This is an optimization exercise on Yosys and OpenROAD, whose aim is small area, a short achievable clock period and few clock cycles per item, not a production implementation. The RTL was checked by simulation tests, not by an equivalence proof against the original design. Power figures rest on the tool's default switching activity, not on a simulated workload.

## flow/design.v (module list and top-level ports; edited modules follow where they fit)
// module enose_accel: 7811 lines
// module enose_fa: 4 lines
// module enose_mask: 6 lines
// module enose_ha: 4 lines
module enose_accel (
    input  wire        s00_axi_aclk,
    input  wire        s00_axi_aresetn,
    input  wire [6:0]  s00_axi_awaddr,
    input  wire [2:0]  s00_axi_awprot,
    input  wire        s00_axi_awvalid,
    output reg         s00_axi_awready,
    input  wire [31:0] s00_axi_wdata,
    input  wire [3:0]  s00_axi_wstrb,
    input  wire        s00_axi_wvalid,
    output reg         s00_axi_wready,
    output wire [1:0]  s00_axi_bresp,
    output reg         s00_axi_bvalid,
    input  wire        s00_axi_bready,
    input  wire [6:0]  s00_axi_araddr,
    input  wire [2:0]  s00_axi_arprot,
    input  wire        s00_axi_arvalid,
    output reg         s00_axi_arready,
    output reg  [31:0] s00_axi_rdata,
    output wire [1:0]  s00_axi_rresp,
    output reg         s00_axi_rvalid,
    input  wire        s00_axi_rready,
    input  wire [31:0] s_axis_tdata,
    input  wire        s_axis_tvalid,
    output reg         s_axis_tready,
    input  wire        s_axis_tlast
);
  // ...
==> flow/flow/run.sh <==
#!/bin/bash
set -euo pipefail
bash standard.sh SETUP_SLACK_MARGIN=6 finish > standard.log 2>&1
==> flow/standard.sh <==
#!/bin/bash
# synth_recipe.tcl (not shown) runs the flow's synth.tcl, then flattens the netlist and writes it again
# the make line also repeats each setting of config.mk as NAME=value (left out here)
make -C /OpenROAD-flow-scripts/flow DESIGN_CONFIG=/design/flow/config.mk WORK_HOME=/design/flow/orfs CLKGATE_MAP_FILE= SYNTH_SCRIPT=/design/flow/synth_recipe.tcl "${@:-finish}"
==> flow/config.mk <==
export PLATFORM = sky130hd
export DESIGN_NAME = enose_accel
export DESIGN_NICKNAME = enose_accel
export VERILOG_FILES = /design/flow/design.v
export SDC_FILE = /design/flow/constraint.sdc
export NUM_CORES = 4
export LEC_CHECK = 0
export CAP_MARGIN = 20
export CORE_MARGIN = 2
export CORE_UTILIZATION = 40
export PLACE_DENSITY = 0.6
export SETUP_SLACK_MARGIN = 5
export SLEW_MARGIN = 20
export SYNTH_HIERARCHICAL = 1
export SYNTH_MINIMUM_KEEP_SIZE = 0
==> flow/constraint.sdc <==
create_clock -name core_clock -period 10.0 [get_ports {s00_axi_aclk}]
set_input_delay 2.0000 -clock core_clock [delete_from_list [all_inputs] [get_ports {s00_axi_aclk}]]
set_output_delay 2.0000 -clock core_clock [all_outputs]
set_load 0.01 [all_outputs]
==> reports/metrics.csv, run 1 <==
metric;value;unit
outcome;timing/DRC/antenna clean;
met2 usage;28.2;%
GRT Resource Usage Total;17.0;%
worst r2r path cells;10;
# clock sinks;1138;
Leakage Power;39.1;nW
worst vdd ir;0.000390;V
largest buffer count on any clock path;3;
met3 Use GR;3.46;%
mux contribution to synthesized area;1.06;%
Critical Path Sink;h4_acc[8];
# Taps;2688;
CTS buffer count;139;
final clock skew;0.0421;ns
H-tree depth;4;
WS Path Type;reg2reg;
count of cell types in the netlist;66;
max_cap viols;0;
CTS tree;done;
initial drt markers;2074;
worst-margin pin slew;1.10;ns
grt ovf;0;
Synth-to-Final Area Change;13.1;%
buffering overhead;2.07;%
GR Layer Usage met1;22.7;%
most frequent cell after synthesis;fa_1;
Top Metal Used;met5;
power consumption;28.5;mW
# setup viols final;0;
Clk pin slew, worst setup/hold paths;0.06;ns
worst-skew pair later-pin latency;0.78;ns
area leader, netlist;fa_1;
Testbench counts, summed over its fixed seeds: cycles 3,840, inferences 128.
==> run 2, diff against run 1 <==
--- a/flow/config.mk
+++ b/flow/config.mk
@@ -8,6 +8,8 @@
 export CAP_MARGIN = 20
 export CORE_MARGIN = 2
 export CORE_UTILIZATION = 40
+export CTS_CLUSTER_DIAMETER = 150
+export CTS_CLUSTER_SIZE = 30
 export PLACE_DENSITY = 0.6
 export SETUP_SLACK_MARGIN = 5
 export SLEW_MARGIN = 20
==> run 2 against run 1 <==
  * Still clean on timing, DRC and antenna
  * Design area fell by 3.7%
  * Total power is 10% lower
  * Sequential power hardly changed
  * First-iteration DRC count is 3.8% lower
  * Fmax down 1.6%
  * Sequential share of layout area is 0.99 points higher
  * Worst setup slack worse by 0.064 ns
  * Die area is the same
  * Synthesized cell count unchanged
  * Critical path type unchanged
  * Highest routed layer unchanged
==> reports/metrics.csv, run 2 <==
metric;value;unit;change
nets@finish;9285;;was 9,373
WL/cell;17.8;um;was 17.7 um
IO buf count;104;;unchanged
H-tree depth;2;;was 4
Combinational Power Share;61.9;%;was 55.8%
crit path max fanout;8;;unchanged
initial drt markers;1995;;was 2,074
Yosys reg bits;1138;;unchanged
# clock sinks;1138;;unchanged
Setup TNS;0;ns;unchanged
fin crit period;3.94;ns;was 3.88 ns
layout cells sized above 1;8.51;%;was 10.6%
CP peak stage delay;0.46;ns;was 0.79 ns
Post-Route WL;172000;um;was 174,000 um
final hold vios;0;;unchanged
GRT Resource Usage Total;16.7;%;was 17.0%
DIE WIDTH;458;um;unchanged
CP Cell Sequence;or2_2 > inv_1 > fa_1 > fa_1 > ha_1 > o21ai_2 > o21bai_2 > o41ai_4 > a31oi_4 > mux2_4 > a211oi_2 > mux2_4;;was fa_1 > fa_1 > fa_1 > ha_1 > a21o_1 > a21o_1 > a21o_1 > a21o_1 > a31o_2 > xnor2_1
P_sw;10.5;mW;was 11.2 mW
CP required;10.57;ns;was 10.67 ns
Clk pin slew, worst setup/hold paths;0.12;ns;was 0.06 ns
HPWL after detailed placement;127000;um;unchanged
Reg power frac;28.8;%;was 25.8%
most frequent cell after synthesis;fa_1;;unchanged
fmax;254;MHz;was 258 MHz
Post-Syn Area;0.0824;mm2;unchanged
top-area cell type share of the netlist area;31.9;%;unchanged
startpoint types;flop;;unchanged
Leakage Power;37.4;nW;was 39.1 nW
commonest cells after routing, fill and taps aside;fa_1, dfxtp_1, ha_1, inv_1, nand2_1;;unchanged
Die H;458;um;unchanged
most common cell after layout, fill and taps aside;fa_1;;unchanged
Crit-path slowest cell;fa_1;;was dfxtp_1
die area;0.210;mm2;unchanged
area leader, netlist;fa_1;;unchanged
largest net degree at the start of global routing;104;;unchanged
final clock skew;0.0437;ns;was 0.0421 ns
CTS tree;done;;unchanged
Finished Core Util;43.8;%;was 45.5%
Int Pwr;15.0;mW;was 17.3 mW
RSZ-0062 raised after global routing;true;;unchanged
Worst Path Arrival;4.51;ns;was 4.54 ns
max_slew headroom;27.7;%;was 26.7%
post-synthesis sequential area ratio;28.9;%;unchanged
post-route ant nets;0;;unchanged
root buffer cell;clkbuf_16;;unchanged
DR vias/cell;4.96;;about the same
initial antenna violation count;5;;was 8
DR pass1 iterations;5;;unchanged
Hold WS;0.332;ns;was 0.327 ns
count of cell types in the netlist;66;;unchanged
Main synth FF type;dfxtp_1;;unchanged
RePlAce Congestion;0.855;;unchanged
worst-margin pin slew;1.08;ns;was 1.10 ns
worst vdd ir;0.000393;V;was 0.000390 V
Hold Path Class;reg2reg;;unchanged
Ys Warns;8;;unchanged
synth top area cells;fa_1, dfxtp_1, ha_1;;unchanged
largest buffer count on any clock path;3;;unchanged
row cnt;166;;unchanged
Synth Instances;6804;;unchanged
Clock Power Share;9.3;%;was 18.3%
Post-Syn Area per Cell;12.1;um2;unchanged
Pins Over Slew Limit;0;;unchanged
Post-synth top cells;fa_1, dfxtp_1, ha_1;;unchanged
Synth-to-Final Area Change;8.92;%;was 13.1%
fin crit share;39.4;%;was 38.8%
Crit. End Element;flop;;unchanged
Async S/R FF share, synth;0;%;unchanged
I/O pin count;139;;unchanged
# setup viols final;0;;unchanged
core area;0.205;mm2;unchanged
EDFF count, synth;105;;unchanged
Vias;47800;;was 48,700
vias in the first global route;53200;;was 54,400
WS Path Type;reg2reg;;unchanged
grt ovf;0;;unchanged
CTS buffer count;44;;was 139
final routed DRC violation total;0;;unchanged
Pwr per Cell Area;285;mW/mm2;was 305 mW/mm2
worst-skew pair later-pin latency;0.71;ns;was 0.78 ns
Starting Density;40.2;%;unchanged
global-route wire length before repair;282000;um;was 287,000 um
Sw Ratio;41.2;%;was 39.2%
outcome;timing/DRC/antenna clean;;unchanged
max_cap viols;0;;unchanged
run 2: cell types whose count changed in the layout (fill, tap and decap cells not counted), sizes merged:
cell      previous run  this run
buf                 81        88
bufbuf               2         0
bufinv               9         0
clkbuf             203        65
clkinv              26         3
clkinvlp             7         2
diode                3         5
inv                341       329
run 2: path summary, 6_finish.rpt:
kind,from,cells after the start,slack [ns],to
max,vo0_sp,12,6.06,cnt0[4]
max reg2reg,vo0_sp,12,6.06,cnt0[4]
min,last3,0,0.33,last4
min reg2reg,last3,0,0.33,last4
run 2: cell type report:
type	instances	area, um2
antenna	5	12.5
inverter	329	1240
timing repair buffer	197	2000
clock buffer	60	1220
clock inverter	5	56.3
multi-input combinational	5218	58000
fill	19000	115000
sequential	1138	23900
tap	2688	3360
run 2: cells by family after synthesis:
| family | synth area share [%] |
|---|---|
| other cells | 0.00911 |
| fa+ha+maj | 46.3 |
| xor+xnor | 4.59 |
| compound gates | 7.01 |
| mux | 1.06 |
| buf+inv | 2.21 |
| flops | 28.9 |
| simple gates | 9.91 |
run 2: Yosys stat by module, one instance, submodules excluded:
| module | flops+latches | cells | cell area, um2 |
|---|---|---|---|
| enose_accel | 1042 | 5260 | 54700 |
| enose_mask | 24 | 36 | 526 |
| enose_fa | 0 | 1 | 20.0 |
| enose_ha | 0 | 1 | 12.5 |
run 2: worst max-delay path: cells and delay by family, from the launching register on:
kind            cells  cell delay [ns]
compound gates      5             1.03
flops               1             0.40
buf+inv             1             0.11
simple gates        1             0.33
mux                 2             0.72
fa+ha+maj           3             1.25
run 2: metrics by stage:
step	cell area, um2	setup WS (ns)	instances	power, mW
6_report	89700	6.06	9640	25.5
5_1_grt	89700	5.85	9636	28.3
4_1_cts	89300	5.96	9620	25.8
3_5_place_dp	87700	5.20	9535	23.2
3_3_place_gp	87700	5.16	9535	22.7
2_1_floorplan	83400	3.55	6836	19.0
run 2: power by group through the flow:
| stage | registers (mW) | logic [mW] | clock network (mW) |
|---|---|---|---|
| 2_1_floorplan | 7.01 | 12.0 | 0 |
| 3_3_place_gp | 7.46 | 15.3 | 0 |
| 3_5_place_dp | 7.47 | 15.7 | 0 |
| 4_1_cts | 7.37 | 15.9 | 2.51 |
| 5_1_grt | 7.51 | 18.2 | 2.63 |
| 6_report | 7.34 | 15.8 | 2.38 |
run 2: per-layer routing:
layer  up-vias  track usage [%]  routed length, um
met4         2             3.86               3590
met3       149             2.46               6210
met2       567             28.0              82000
li1      22800                -                  -
met5         -                0                 13
met1     24300             22.7              80200
run 2: what timing repair did:
item,in CTS,in global routing
hold endpoints to repair,0,0
setup buffers,17,10
pin swaps,9,6
endpoints found under the setup margin,176,108
gates cloned,3,5
resized for setup,31,62
hold buffers,0,0
==> run 3, diff against run 2 <==
--- a/flow/config.mk
+++ b/flow/config.mk
@@ -9,7 +9,7 @@
 export CORE_MARGIN = 2
 export CORE_UTILIZATION = 40
 export CTS_CLUSTER_DIAMETER = 150
-export CTS_CLUSTER_SIZE = 30
+export CTS_CLUSTER_SIZE = 20
 export PLACE_DENSITY = 0.6
 export SETUP_SLACK_MARGIN = 5
 export SLEW_MARGIN = 20
==> run 3 against run 2 <==
  * Total power up 2.6%
  * Sequential power about the same
  * Sequential cell count unchanged
  * Register-to-register slack worse by 0.03 ns
  * Final cell count up 0.30%
  * Non-clock buffer count up 2
  * First-iteration DRC count up 1.5%
  * Clock skew down 0.014 ns
  * Core utilization up 0.30 points
  * Worst setup slack worse by 0.028 ns
  * Fmax down 0.71%
  * Wire length down 0.30%
  * Critical path type unchanged
  * Largest cell class unchanged
==> reports/metrics.csv, run 3 <==
metric;value;unit;change
outcome;timing/DRC/antenna clean;;unchanged
layout cells sized above 1;8.86;%;was 8.51%
largest buffer count on any clock path;3;;unchanged
Finished Core Util;44.1;%;was 43.8%
vias in the first global route;53600;;was 53,200
Clk pin slew, worst setup/hold paths;0.09;ns;was 0.12 ns
Synth Instances;6804;;unchanged
top-area cell type share of the netlist area;31.9;%;unchanged
hold_buf cts;0;;unchanged
Post-Syn Area;0.0824;mm2;unchanged
WP depth;13;;was 12
final hold vios;0;;unchanged
startpoint types;flop;;unchanged
Hold Path Class;reg2reg;;unchanged
Pins Over Slew Limit;0;;unchanged
cell mode on critical path;fa_1;;
DR pass1 iterations;5;;unchanged
fmax;252;MHz;was 254 MHz
CP peak stage delay;0.54;ns;was 0.46 ns
I/O pin count;139;;unchanged
hold depth;0;;unchanged
DIE WIDTH;458;um;unchanged
max_slew headroom;24.4;%;was 27.7%
CP Cell Sequence;buf_8 > or2_2 > inv_1 > fa_1 > fa_1 > ha_4 > o211ai_1 > a21oi_2 > o41ai_4 > a31oi_4 > mux2_4 > a211oi_2 > mux2_1;;was or2_2 > inv_1 > fa_1 > fa_1 > ha_1 > o21ai_2 > o21bai_2 > o41ai_4 > a31oi_4 > mux2_4 > a211oi_2 > mux2_4
Crit-path slowest cell;fa_1;;unchanged
die area;0.210;mm2;unchanged
Starting Density;40.2;%;unchanged
Post-Syn Area per Cell;12.1;um2;unchanged
crit path max fanout;6;;was 8
synth top area cells;fa_1, dfxtp_1, ha_1;;unchanged
CTS buffer count;66;;was 44
area leader, netlist;fa_1;;unchanged
# setup viols final;0;;unchanged
final clock skew;0.0299;ns;was 0.0437 ns
Ys Warns;8;;unchanged
Crit. End Element;flop;;unchanged
EDFF count, synth;105;;unchanged
Synth-to-Final Area Change;9.67;%;was 8.92%
Worst Path Arrival;4.55;ns;was 4.51 ns
# clock sinks;1138;;unchanged
CTS tree;done;;unchanged
H-tree depth;3;;was 2
RePlAce Congestion;0.855;;unchanged
root buffer cell;clkbuf_16;;unchanged
initial antenna violation count;6;;was 5
Async S/R FF share, synth;0;%;unchanged
max_cap viols;0;;unchanged
worst-skew pair later-pin latency;0.70;ns;was 0.71 ns
DR vias/cell;4.96;;about the same
Leakage Power;37.7;nW;was 37.4 nW
grt ovf;0;;unchanged
initial drt markers;2025;;was 1,995
power consumption;26.2;mW;was 25.5 mW
global-route wire length before repair;284000;um;was 282,000 um
commonest cells after routing, fill and taps aside;fa_1, dfxtp_1, ha_1, inv_1, nand2_1;;unchanged
Yosys reg bits;1138;;unchanged
worst vdd ir;0.000372;V;was 0.000393 V
Main synth FF type;dfxtp_1;;unchanged
largest net degree at the start of global routing;104;;unchanged
most frequent cell after synthesis;fa_1;;unchanged
IO buf count;104;;unchanged
most common cell after layout, fill and taps aside;fa_1;;unchanged
core area;0.205;mm2;unchanged
final routed DRC violation total;0;;unchanged
WL/cell;17.7;um;was 17.8 um
fin crit period;3.97;ns;was 3.94 ns
row cnt;166;;unchanged
family with the most delay on the worst path;adder cells;;unchanged
fin crit share;39.7;%;was 39.4%
post-route ant nets;0;;unchanged
GRT Resource Usage Total;16.9;%;was 16.7%
Post-Route WL;172000;um;about the same
Setup TNS;0;ns;unchanged
Vias;48000;;was 47,800
count of cell types in the netlist;66;;unchanged
Pwr per Cell Area;290;mW/mm2;was 285 mW/mm2
worst-margin pin slew;1.13;ns;was 1.08 ns
CP bufs+invs;2;;was 1
Post-synth top cells;fa_1, dfxtp_1, ha_1;;unchanged
worst r2r path cells;13;;was 12
HPWL after detailed placement;127000;um;unchanged
WS Path Type;reg2reg;;unchanged
RSZ-0062 raised after global routing;true;;unchanged
CP required;10.58;ns;was 10.57 ns
nets@finish;9309;;was 9,285
post-synthesis sequential area ratio;28.9;%;unchanged
Die H;458;um;unchanged
==> run 3: cell counts after synthesis <==
No cell type changed its count.
==> run 3: kinds of logic after synthesis <==
logic type / count (synthesis) / share of synthesized area [%]
and+or+nand+nor: 1575 / 9.91
muxes: 86 / 1.06
adders and majority gates: 2260 / 46.3
DFF: 1138 / 28.9
buffers and inverters: 480 / 2.21
AOI/OAI and AO/OA: 831 / 7.01
other: 2 / 0.00911
xor gates and xnor gates: 432 / 4.59
==> run 3: Yosys stat by module, one instance, submodules excluded <==
module	cells	flip-flops and latches	cell area (um2)
enose_fa	1	0	20.0
enose_ha	1	0	12.5
enose_mask	36	24	526
enose_accel	5260	1042	54700
==> run 3: path summary, 6_finish.rpt <==
kind,end,slack (ns),from
setup / recovery,cnt0[3],6.03,vo0_sp
hold / removal,last4,0.31,last3
setup reg to reg,cnt0[3],6.03,vo0_sp
hold reg to reg,last4,0.31,last3
==> run 3: layer usage <==
metal  GRT usage (%)  routed length (um)  vias up
li1                -                   -    22800
met1            22.7               78600    24300
met2            28.2               81600      627
met3            2.99                7230      195
met4            4.11                4140        2
met5               0                  13        -
==> run 3: area by class of cell <==
class,count,area [um2]
inverter,329,1240
multi-input combinational,5218,58000
antenna,4,10.0
tap,2688,3360
fill,18900,114000
clock buffer,88,1780
timing repair buffer,199,1990
sequential,1138,23900
clock inverter,5,62.6
==> run 3: stage by stage <==
stage	cells	cell area [um2]	hold slack (ns)	worst slack, ns
floorplan	6836	83400	0.310	3.55
global placement	9535	87700	0.312	5.16
detailed placement	9535	87700	0.315	5.20
CTS	9647	89900	0.317	5.96
global route	9666	90400	0.327	5.86
finish	9669	90400	0.314	6.03
==> run 3: repair_timing <==
action,in CTS,in global routing
buffers inserted,16,16
setup endpoints to repair,168,97
pin swaps,8,19
gates cloned,3,2
resized for setup,33,68
==> run 3: report_power, final <==
group | internal (mW) | total (mW) | switching, mW
logic | 7.80 | 16.0 | 8.17
registers | 6.46 | 7.34 | 0.889
clock network | 1.26 | 2.88 | 1.62
total | 15.5 | 26.2 | 10.7
==> run 4, diff against run 3 <==
--- a/flow/config.mk
+++ b/flow/config.mk
@@ -7,10 +7,10 @@
 export LEC_CHECK = 0
 export CAP_MARGIN = 20
 export CORE_MARGIN = 2
-export CORE_UTILIZATION = 40
+export CORE_UTILIZATION = 50
 export CTS_CLUSTER_DIAMETER = 150
 export CTS_CLUSTER_SIZE = 20
-export PLACE_DENSITY = 0.6
+export PLACE_DENSITY = 0.7
 export SETUP_SLACK_MARGIN = 5
 export SLEW_MARGIN = 20
 export SYNTH_HIERARCHICAL = 1
==> run 4 against run 3 <==
  * Still clean on timing, DRC and antenna
  * Combinational power about the same
  * Die area down 20%
  * Final cell count down 5.4%
  * Sequential share of layout area rose by 0.15 points
  * Critical path depth did not move
  * Clock skew grew 0.0058 ns
  * Register-to-register slack better by 0.08 ns
  * Sequential power barely moved
  * Synthesized area unchanged
  * Global-route usage rose by 3.8 points
  * Wire length is 2.6% lower
  * Synthesized cell count did not move
  * Critical endpoint is now cnt2[4]
  * Largest cell class unchanged
==> reports/metrics.csv, run 4 <==
metric;value;unit;change
outcome;timing/DRC/antenna clean;;unchanged
Combinational Power Share;60.6;%;was 61.0%
hold_buf cts;0;;unchanged
DR vias/cell;5.28;;was 4.96
most common cell after layout, fill and taps aside;fa_1;;unchanged
grt ovf;0;;unchanged
HPWL after detailed placement;123000;um;was 127,000 um
P_sw;10.6;mW;was 10.7 mW
# setup viols final;0;;unchanged
global-route wire length before repair;280000;um;was 284,000 um
nets@finish;9298;;was 9,309
max_slew headroom;23.1;%;was 24.4%
final non-filler cell area;0.0898;mm2;was 0.0904 mm2
post-synthesis sequential area ratio;28.9;%;unchanged
Post-synth top cells;fa_1, dfxtp_1, ha_1;;unchanged
vias in the first global route;54100;;was 53,600
synth top area cells;fa_1, dfxtp_1, ha_1;;unchanged
Endpoint, Worst Hold;last4;;unchanged
Pwr per Cell Area;289;mW/mm2;was 290 mW/mm2
row cnt;148;;was 166
# clock sinks;1138;;unchanged
H-tree depth;3;;unchanged
Crit. End Element;flop;;unchanged
fin crit period;3.89;ns;was 3.97 ns
CTS tree;done;;unchanged
GRT Resource Usage Total;20.7;%;was 16.9%
commonest cells after routing, fill and taps aside;fa_1, dfxtp_1, ha_1, inv_1, nand2_1;;unchanged
most frequent cell after synthesis;fa_1;;unchanged
# fillers;13400;;was 18,900
Synth-to-Final Area Change;9.04;%;was 9.67%
WS Path Type;reg2reg;;unchanged
Synth Instances;6804;;unchanged
worst-skew pair later-pin latency;0.70;ns;about the same
worst-margin pin slew;1.15;ns;was 1.13 ns
Int Pwr;15.4;mW;was 15.5 mW
Clock Power Share;11.0;%;about the same
FF-to-FF Start;vo2_sp;;was vo0_sp
layout cells sized above 1;8.74;%;was 8.86%
initial antenna violation count;8;;was 6
largest buffer count on any clock path;3;;unchanged
startpoint types;flop;;unchanged
Die H;410;um;was 458 um
max_cap viols;0;;unchanged
Reg power frac;28.4;%;was 28.0%
Yosys reg bits;1138;;unchanged
core area;0.163;mm2;was 0.205 mm2
worst hold start;last3;;unchanged
final hold vios;0;;unchanged
initial drt markers;2540;;was 2,025
Clk pin slew, worst setup/hold paths;0.09;ns;about the same
worst r2r path cells;13;;unchanged
hold depth;0;;unchanged
WL/cell;18.3;um;was 17.7 um
r2r setup slk;6.11;ns;was 6.03 ns
final routed DRC violation total;0;;unchanged
Setup TNS;0;ns;unchanged
Ys Warns;8;;unchanged
placed insts;9016;;was 9,535
count of cell types in the netlist;66;;unchanged
Hold Path Class;reg2reg;;unchanged
I/O pin count;139;;unchanged
DR pass1 iterations;7;;was 5
Leakage Power;37.8;nW;was 37.7 nW
Sw Ratio;40.8;%;about the same
Post-Route WL;167000;um;was 172,000 um
Worst Path Arrival;4.49;ns;was 4.55 ns
register area;0.0239;mm2;about the same
die area;0.168;mm2;was 0.210 mm2
Pins Over Slew Limit;0;;unchanged
RSZ-0062 raised after global routing;true;;unchanged
area leader, netlist;fa_1;;unchanged
crit path max fanout;8;;was 6
Async S/R FF share, synth;0;%;unchanged
DIE WIDTH;410;um;was 458 um
RePlAce Congestion;0.856;;was 0.855
EDFF count, synth;105;;unchanged
fin crit share;38.9;%;was 39.7%
largest net degree at the start of global routing;86;;was 104
Post-Syn Area;0.0824;mm2;unchanged
Multi-input gate area;0.0581;mm2;was 0.0580 mm2
post-route ant nets;0;;unchanged
final clock skew;0.0357;ns;was 0.0299 ns
Post-Syn Area per Cell;12.1;um2;unchanged
Vias;48300;;was 48,000
worst vdd ir;0.000330;V;was 0.000372 V
root buffer cell;clkbuf_16;;unchanged
Starting Density;50.5;%;was 40.2%
fmax;257;MHz;was 252 MHz
Main synth FF type;dfxtp_1;;unchanged
Placed Area;0.0870;mm2;was 0.0877 mm2
CP required;10.61;ns;was 10.58 ns
reg-to-reg endpoint;cnt2[4];;was cnt0[3]
IO buf count;104;;unchanged
top-area cell type share of the netlist area;31.9;%;unchanged
CTS buffer count;66;;unchanged
Finished Layout Cells;9147;;was 9,669
[run 4: final cells by class]
cell class              instances  share of cell area (%)
flip-flops and latches       1138                    26.6
clock buffers                  88                    1.94
well taps                    2175                    3.03
diodes                          4                  0.0111
repair buffers                188                    2.26
clock inverters                 7                   0.134
multi-input cells            5218                    64.7
inverters                     329                    1.38
[run 4: per-stage QoR]
| step | util [%] | hold WS (ns) | setup WS [ns] | power, mW |
|---|---|---|---|---|
| detailed placement | 53.3 | 0.319 | 4.78 | 22.9 |
| CTS | 54.7 | 0.339 | 5.88 | 26.1 |
| global route | 55.1 | 0.341 | 5.91 | 28.9 |
| global placement | 53.3 | 0.313 | 4.83 | 22.3 |
| finish | 55.1 | 0.334 | 6.11 | 26.0 |
| floorplan | - | 0.310 | 3.55 | 19.0 |
[run 4: power by group through the flow]
stage	sequential, mW	clock (mW)	combinational (mW)
after CTS	7.39	2.99	15.7
after global placement	7.47	0	14.9
after detailed placement	7.49	0	15.4
after floorplan	7.01	0	12.0
final	7.37	2.87	15.8
after global routing	7.54	3.14	18.2
[run 4: cells by family (layout without fill, tap and decap cells)]
group / after synthesis / count (layout) / synth area share, %
compound gates: 831 / 831 / 7.01
simple gates: 1575 / 1575 / 9.91
fa+ha+maj: 2260 / 2260 / 46.3
xor+xnor: 432 / 432 / 4.59
mux: 86 / 86 / 1.06
flops: 1138 / 1138 / 28.9
other cells: 2 / 38 / 0.00911
buf+inv: 480 / 612 / 2.21
[run 4: worst max-delay path by stage]
stage                      start  endpoint
after floorplan               v2   vh16_sp
after global placement        v2    vh3_sp
after detailed placement      v2    vh3_sp
after CTS                 vo2_sp   cnt2[4]
after global routing      vo1_sp   cnt1[4]
final                     vo2_sp   cnt2[4]
[run 4: modules after synthesis (local to each module, per instance)]
module | times used | cells inside
enose_accel | 1 | 5260
enose_fa | 1075 | 1
enose_ha | 325 | 1
enose_mask | 4 | 36
[run 4: what timing repair did]
action	in CTS	in global routing
pin swaps	9	9
gates resized for setup	54	76
gates cloned	1	4
setup buffers	17	9
endpoints found under the setup margin	234	128
[run 4: layer usage]
layer  GRT usage [%]  part of all wire, %  vias to the layer above
met1            27.5                   44                    24400
met5               0                0.016                        -
met4            6.57                  3.1                        4
met3            3.59                  5.5                      230
met2            34.4                   48                      852
li1                -                    -                    22800
[run 4: critical path: stages (launching register included)]
cell and delay (ns):
dfxtp_4 0.41, clkbuf_8 0.19, or2_2 0.34, fa_1 0.47, fa_1 0.41, ha_1 0.37
a21o_1 0.21, a2111oi_2 0.39, o21ai_1 0.18, o211ai_4 0.13, buf_12 0.17, nand2_4 0.07
or3_1 0.32, a21oi_1 0.14
==> run 5, diff against run 4 <==
--- a/flow/config.mk
+++ b/flow/config.mk
@@ -9,7 +9,7 @@
 export CORE_MARGIN = 2
 export CORE_UTILIZATION = 50
 export CTS_CLUSTER_DIAMETER = 150
-export CTS_CLUSTER_SIZE = 20
+export CTS_CLUSTER_SIZE = 25
 export PLACE_DENSITY = 0.7
 export SETUP_SLACK_MARGIN = 5
 export SLEW_MARGIN = 20
==> run 5 against run 4 <==
  * Hold slack better by 0.00089 ns
  * Fmax up 0.37%
  * Design area down 0.69%
  * Synthesized area unchanged
  * Synthesized cell count unchanged
  * Clock power down 14%
  * Register-to-register slack about the same
  * Core utilization down 0.38 points
  * Sequential cell count unchanged
==> reports/metrics.csv, run 5 <==
metric;value;unit;change
CP Launch Point;vo2_sp;;unchanged
Post-synth top cells;fa_1, dfxtp_1, ha_1;;unchanged
startpoint types;flop;;unchanged
initial antenna violation count;10;;was 8
Ys Warns;8;;unchanged
EDFF count, synth;105;;unchanged
Pins Over Slew Limit;0;;unchanged
Post-Route WL;165000;um;was 167,000 um
final clock skew;0.0308;ns;was 0.0357 ns
reg-to-reg endpoint;cnt2[4];;unchanged
worst slack, placed;4.78;ns;unchanged
FF-to-FF Start;vo2_sp;;unchanged
grt ovf;0;;unchanged
DIE WIDTH;410;um;unchanged
worst hold start;last3;;unchanged
most common cell after layout, fill and taps aside;fa_1;;unchanged
Finished Core Util;54.7;%;was 55.1%
CP required;10.62;ns;was 10.61 ns
Starting Density;50.5;%;unchanged
post-route ant nets;0;;unchanged
Post-Syn Area;0.0824;mm2;unchanged
outcome;timing/DRC/antenna clean;;unchanged
layout cells sized above 1;8.40;%;was 8.74%
initial drt markers;2518;;was 2,540
final hold vios;0;;unchanged
H-tree depth;2;;was 3
largest net degree at the start of global routing;86;;unchanged
Finished Layout Cells;9118;;was 9,147
placed insts;9016;;unchanged
core area;0.163;mm2;unchanged
max_slew headroom;19.8;%;was 23.1%
Clk pin slew, worst setup/hold paths;0.11;ns;was 0.09 ns
max_cap viols;0;;unchanged
Main synth FF type;dfxtp_1;;unchanged
nets@finish;9276;;was 9,298
setup slack after layout;6.13;ns;was 6.11 ns
Crit. End Element;flop;;unchanged
IO buf count;104;;unchanged
Post-Syn Area per Cell;12.1;um2;unchanged
most frequent cell after synthesis;fa_1;;unchanged
WL/cell;18.1;um;was 18.3 um
worst-skew pair later-pin latency;0.70;ns;about the same
row cnt;148;;unchanged
RePlAce Congestion;0.856;;unchanged
DR vias/cell;5.28;;about the same
# fillers;13500;;was 13,400
final routed DRC violation total;0;;unchanged
Pwr per Cell Area;287;mW/mm2;was 289 mW/mm2
Synth-to-Final Area Change;8.30;%;was 9.04%
HPWL after detailed placement;123000;um;unchanged
Die H;410;um;unchanged
vias in the first global route;53900;;was 54,100
area leader, netlist;fa_1;;unchanged
Hold Path Class;reg2reg;;unchanged
RSZ-0062 raised after global routing;true;;unchanged
fmax;258;MHz;was 257 MHz
largest buffer count on any clock path;3;;unchanged
root buffer cell;clkbuf_16;;unchanged
fin crit share;38.7;%;was 38.9%
Hold WS;0.335;ns;was 0.334 ns
count of cell types in the netlist;66;;unchanged
GRT Resource Usage Total;20.5;%;was 20.7%
Setup TNS;0;ns;unchanged
hold depth;0;;unchanged
WS Path Type;reg2reg;;unchanged
post-synthesis sequential area ratio;28.9;%;unchanged
power consumption;25.6;mW;was 26.0 mW
Endpoint, Worst Hold;last4;;unchanged
DR pass1 iterations;6;;was 7
# clock sinks;1138;;unchanged
final non-filler cell area;0.0892;mm2;was 0.0898 mm2
crit path max fanout;8;;unchanged
Worst Path Arrival;4.49;ns;about the same
commonest cells after routing, fill and taps aside;fa_1, dfxtp_1, ha_1, inv_1, nand2_1;;unchanged
Async S/R FF share, synth;0;%;unchanged
worst-margin pin slew;1.20;ns;was 1.15 ns
CTS tree;done;;unchanged
synth top area cells;fa_1, dfxtp_1, ha_1;;unchanged
I/O pin count;139;;unchanged
fin crit period;3.87;ns;was 3.89 ns
top-area cell type share of the netlist area;31.9;%;unchanged
Placed Area;0.0870;mm2;unchanged
Synth Instances;6804;;unchanged
# setup viols final;0;;unchanged
Leakage Power;37.5;nW;was 37.8 nW
r2r setup slk;6.13;ns;was 6.11 ns
Vias;48100;;was 48,300
die area;0.168;mm2;unchanged
global-route wire length before repair;278000;um;was 280,000 um
worst r2r path cells;13;;unchanged
Yosys reg bits;1138;;unchanged
CTS buffer count;51;;was 66
worst vdd ir;0.000309;V;was 0.000330 V
hold_buf cts;0;;unchanged
## run 5: cell counts after synthesis
No cell type changed its count.
## run 5: kinds of logic after synthesis
logic type      Yosys count  share of synthesized area (%)
compound gates          831                           7.01
xor+xnor                432                           4.59
fa+ha+maj              2260                           46.3
buf+inv                 480                           2.21
flops                  1138                           28.9
mux                      86                           1.06
other cells               2                        0.00911
simple gates           1575                           9.91
## run 5: area by class of cell
class | count | area (um2) | area share (%)
clock inverter | 4 | 40.0 | 0.0449
multi-input combinational | 5218 | 58000 | 65.0
sequential | 1138 | 23900 | 26.8
tap | 2175 | 2720 | 3.05
inverter | 329 | 1240 | 1.39
clock buffer | 70 | 1370 | 1.53
antenna | 3 | 7.51 | 0.00841
timing repair buffer | 181 | 1930 | 2.16
## run 5: Yosys stat by module (local to each module, per instance)
| module | cell area, um2 | cells | flops+latches | times used |
|---|---|---|---|---|
| enose_ha | 12.5 | 1 | 0 | 325 |
| enose_accel | 54700 | 5260 | 1042 | 1 |
| enose_mask | 526 | 36 | 24 | 4 |
| enose_fa | 20.0 | 1 | 0 | 1075 |
## run 5: how the worst max path moves through the flow
| stage | to | depth (start not counted) |
|---|---|---|
| floorplan | vh16_sp | 11 |
| global placement | vh3_sp | 12 |
| detailed placement | vh3_sp | 12 |
| CTS | vh28[9] | 12 |
| global route | vh21_sp | 13 |
| finish | cnt2[4] | 13 |
## run 5: what timing repair did
action	4_1_cts	5_1_grt
resized for setup	56	63
hold endpoints to repair	0	0
pin swaps	9	8
setup endpoints to repair	237	122
setup buffers	14	6
cloned	1	3
## run 5: routing by layer
layer / GRT usage [%] / up-vias / part of all wire [%]
li1: - / 22700 / -
met5: 0 / - / 0.0073
met2: 34.5 / 743 / 48
met1: 27.5 / 24400 / 44
met3: 2.95 / 183 / 4.6
met4: 5.74 / 2 / 2.9
## run 5: power breakdown
group,internal [mW],switching (mW),leakage [nW]
Combinational,7.68,8.06,27.3
Sequential,6.45,0.919,9.53
Clock,0.967,1.51,0.682
Total,15.1,10.5,37.5
## run 5: critical path, cell delays in order (launching register included)
cell and delay [ns]:
dfxtp_4 0.42, clkbuf_8 0.19, or2_2 0.34, fa_1 0.47
fa_1 0.50, ha_1 0.22, a21o_1 0.20, a2111oi_2 0.40
o21ai_1 0.18, o211ai_4 0.12, buf_12 0.16, nand2_2 0.10
or3_1 0.33, a21oi_1 0.14
==> run 6, diff against run 5 <==
==> flow/flow/run.sh (replaced) <==
#!/bin/bash
set -euo pipefail
bash standard.sh SETUP_SLACK_MARGIN=6.2 finish > standard.log 2>&1
--- a/flow/config.mk
+++ b/flow/config.mk
@@ -7,10 +7,10 @@
 export LEC_CHECK = 0
 export CAP_MARGIN = 20
 export CORE_MARGIN = 2
-export CORE_UTILIZATION = 50
+export CORE_UTILIZATION = 55
 export CTS_CLUSTER_DIAMETER = 150
 export CTS_CLUSTER_SIZE = 25
-export PLACE_DENSITY = 0.7
+export PLACE_DENSITY = 0.75
 export SETUP_SLACK_MARGIN = 5
 export SLEW_MARGIN = 20
 export SYNTH_HIERARCHICAL = 1
==> run 6 against run 5 <==
  * Synthesized area stayed put
  * Via count increased by 2.6%
  * Final cell count fell by 2.0%
==> reports/metrics.csv, run 6 <==
metric;value;unit;change
Setup TNS;0;ns;unchanged
Yosys reg bits;1138;;unchanged
largest net degree at the start of global routing;93;;was 86
Synth Instances;6804;;unchanged
startpoint types;flop;;unchanged
synth top area cells;fa_1, dfxtp_1, ha_1;;unchanged
worst-skew pair later-pin latency;0.70;ns;about the same
Post-Route WL;172000;um;was 165,000 um
GRT Resource Usage Total;23.0;%;was 20.5%
Clk pin slew, worst setup/hold paths;0.10;ns;was 0.11 ns
post-route ant nets;0;;unchanged
Vias;49400;;was 48,100
most frequent cell after synthesis;fa_1;;unchanged
Hold Path Class;reg2reg;;unchanged
CTS buffer count;51;;unchanged
register area;0.0240;mm2;was 0.0239 mm2
DIE WIDTH;391;um;was 410 um
EDFF count, synth;105;;unchanged
Synth-to-Final Area Change;9.27;%;was 8.30%
# fillers;11700;;was 13,500
Combinational Power Share;62.3;%;was 61.5%
initial drt markers;2530;;was 2,518
max_cap viols;0;;unchanged
initial antenna violation count;8;;was 10
hold depth;0;;unchanged
final routed DRC violation total;0;;unchanged
final hold vios;0;;unchanged
nets@finish;9325;;was 9,276
Finished Core Util;60.3;%;was 54.7%
grt ovf;0;;unchanged
Reg power frac;28.3;%;was 28.8%
max_slew headroom;25.9;%;was 19.8%
RePlAce Congestion;0.919;;was 0.856
Hold WS;0.341;ns;was 0.335 ns
setup slack after layout;5.96;ns;was 6.13 ns
commonest cells after routing, fill and taps aside;fa_1, dfxtp_1, ha_1, inv_1, nand2_1;;unchanged
power consumption;26.2;mW;was 25.6 mW
DR vias/cell;5.52;;was 5.28
fin crit share;40.4;%;was 38.7%
worst vdd ir;0.000386;V;was 0.000309 V
H-tree depth;2;;unchanged
fmax;247;MHz;was 258 MHz
Post-Syn Area;0.0824;mm2;unchanged
Post-Syn Area per Cell;12.1;um2;unchanged
WL/cell;19.3;um;was 18.1 um
CTS tree;done;;unchanged
Int Pwr;15.4;mW;was 15.1 mW
hold_buf cts;0;;unchanged
CP required;10.58;ns;was 10.62 ns
Crit. End Element;flop;;unchanged
row cnt;142;;was 148
worst slack, placed;5.22;ns;was 4.78 ns
Main synth FF type;dfxtp_1;;unchanged
Starting Density;55.2;%;was 50.5%
post-synthesis sequential area ratio;28.9;%;unchanged
Pins Over Slew Limit;0;;unchanged
Adder-Cell Fraction of Synth Area;46.3;%;unchanged
Worst Path Arrival;4.62;ns;was 4.49 ns
largest family of logic cells by synthesized area;adder cells;;unchanged
worst-margin pin slew;1.11;ns;was 1.20 ns
final clock skew;0.0247;ns;was 0.0308 ns
crit path max fanout;6;;was 8
vias in the first global route;54400;;was 53,900
core area;0.149;mm2;was 0.163 mm2
Compound-Gate Fraction of Synth Area;7.01;%;unchanged
Clock Power Share;9.4;%;was 9.7%
top-area cell type share of the netlist area;31.9;%;unchanged
simple-gate share of the synthesized area;9.91;%;unchanged
count of cell types in the netlist;66;;unchanged
Pwr per Cell Area;291;mW/mm2;was 287 mW/mm2
Multi-input gate area;0.0584;mm2;was 0.0580 mm2
Die H;391;um;was 410 um
global-route wire length before repair;283000;um;was 278,000 um
Ys Warns;8;;unchanged
layout cells sized above 1;10.2;%;was 8.40%
HPWL after detailed placement;124000;um;was 123,000 um
fin crit period;4.04;ns;was 3.87 ns
root buffer cell;clkbuf_16;;unchanged
Post-synth top cells;fa_1, dfxtp_1, ha_1;;unchanged
# clock sinks;1138;;unchanged
outcome;timing/DRC/antenna clean;;unchanged
WS Path Type;reg2reg;;unchanged
IO buf count;104;;unchanged
largest buffer count on any clock path;3;;unchanged
P_sw;10.8;mW;was 10.5 mW
I/O pin count;139;;unchanged
DR pass1 iterations;5;;was 6
Async S/R FF share, synth;0;%;unchanged
Sw Ratio;41.2;%;was 41.0%
die area;0.153;mm2;was 0.168 mm2
# setup viols final;0;;unchanged
RSZ-0062 raised after global routing;true;;unchanged
worst r2r path cells;11;;was 13
mux contribution to synthesized area;1.06;%;unchanged
xor and xnor area share after synthesis;4.59;%;unchanged
Leakage Power;37.8;nW;was 37.5 nW
area leader, netlist;fa_1;;unchanged
most common cell after layout, fill and taps aside;fa_1;;unchanged
## run 6: layer usage
metal,global-route usage (%),up-vias,share of wire (%)
met2,39.4,1072,49
met5,0,-,0
met1,30.9,25200,43
li1,-,22900,-
met4,6.20,0,2.7
met3,3.03,250,4.9
## run 6: worst paths after layout
path | startpoint | to | slack [ns]
max reg2reg | vo0[1] | cnt0[5] | 5.96
max | vo0[1] | cnt0[5] | 5.96
min reg2reg | last2 | last3 | 0.34
min | last2 | last3 | 0.34
## run 6: layout make-up
type | instances | area share [%]
Antenna cell | 6 | 0.0167
Clock buffer | 66 | 1.48
Clock inverter | 5 | 0.0764
Inverter | 329 | 1.38
Multi-Input combinational cell | 5219 | 64.9
Sequential cell | 1138 | 26.6
Tap cell | 1944 | 2.70
Timing Repair Buffer | 229 | 2.81
## run 6: per-module statistics from Yosys (local to each module, per instance)
module | times used | flops+latches | cells inside
enose_accel | 1 | 1042 | 5260
enose_mask | 4 | 24 | 36
enose_fa | 1075 | 0 | 1
enose_ha | 325 | 0 | 1
## run 6: critical path: stages (launching register included)
cell and delay (ns):
edfxtp_1 0.43, nor2b_4 0.16, fa_1 0.57, fa_1 0.45, fa_2 0.40, a211oi_4 0.30, o21bai_4 0.11, o41ai_4 0.40
a31oi_4 0.15, mux2_4 0.39, a211oi_2 0.21, mux2_1 0.34
## run 6: logic make-up after synthesis
logic type	Yosys count
other cells	2
fa+ha+maj	2260
mux	86
simple gates	1575
buf+inv	480
flops	1138
xor+xnor	432
compound gates	831
## run 6: power by group through the flow
| stage | clock network (mW) | registers (mW) | logic, mW |
|---|---|---|---|
| floorplan | 0 | 7.01 | 12.0 |
| global placement | 0 | 7.49 | 14.8 |
| detailed placement | 0 | 7.51 | 15.6 |
| CTS | 2.53 | 7.41 | 16.0 |
| global route | 2.68 | 7.56 | 18.6 |
| finish | 2.45 | 7.41 | 16.3 |
## run 6: repair_timing
action,in CTS,in global routing
setup endpoints to repair,310,154
gates cloned,9,9
resized for setup,124,128
endpoints found under the hold margin,0,0
setup buffers,21,43
pin swaps,25,58
## run 6: through the flow
stage | cells | instance area, um2
2_1_floorplan | 6836 | 83400
3_3_place_gp | 8776 | 86700
3_5_place_dp | 8776 | 86700
4_1_cts | 8877 | 88900
5_1_grt | 8931 | 90000
6_report | 8936 | 90000

-- static timing again, ports no longer ideal --
Ports are ideal in the flow. The routed layouts listed here were re-timed in OpenROAD. Step 1 sets driving cells, clkbuf_16 on the clock port and buf_2 on the other inputs (assumed; they add their load-dependent delay and slew). Step 2, shift: input delay + t, output delay - t, t = (earliest + latest rising clock arrival at the registers) / 2. This alone moves slack from input paths to output paths. Three values: no drivers, after step 1, after step 2; two values: the first two.
run | t, ns | slack for setup (ns) | latest minus earliest clock arrival (ns)
run 1 | 0.837 | 6.123 / 6.109 / 5.504 | 0.048 / 0.047
run 2 | 0.768 | 6.059 / 6.059 / 5.519 | 0.046 / 0.046
run 3 | 0.764 | 6.031 / 6.031 / 5.493 | 0.040 / 0.040
run 4 | 0.768 | 6.113 / 6.113 / 5.551 | 0.053 / 0.053
run 5 | 0.764 | 6.127 / 6.127 / 5.557 | 0.031 / 0.031
run 6 | 0.763 | 5.957 / 5.957 / 5.652 | 0.028 / 0.028
After both steps setup and hold are still met in every run listed. The setup slack of run 1, which loses most, moves by -0.014 ns with the drivers and by -0.619 ns with both steps.
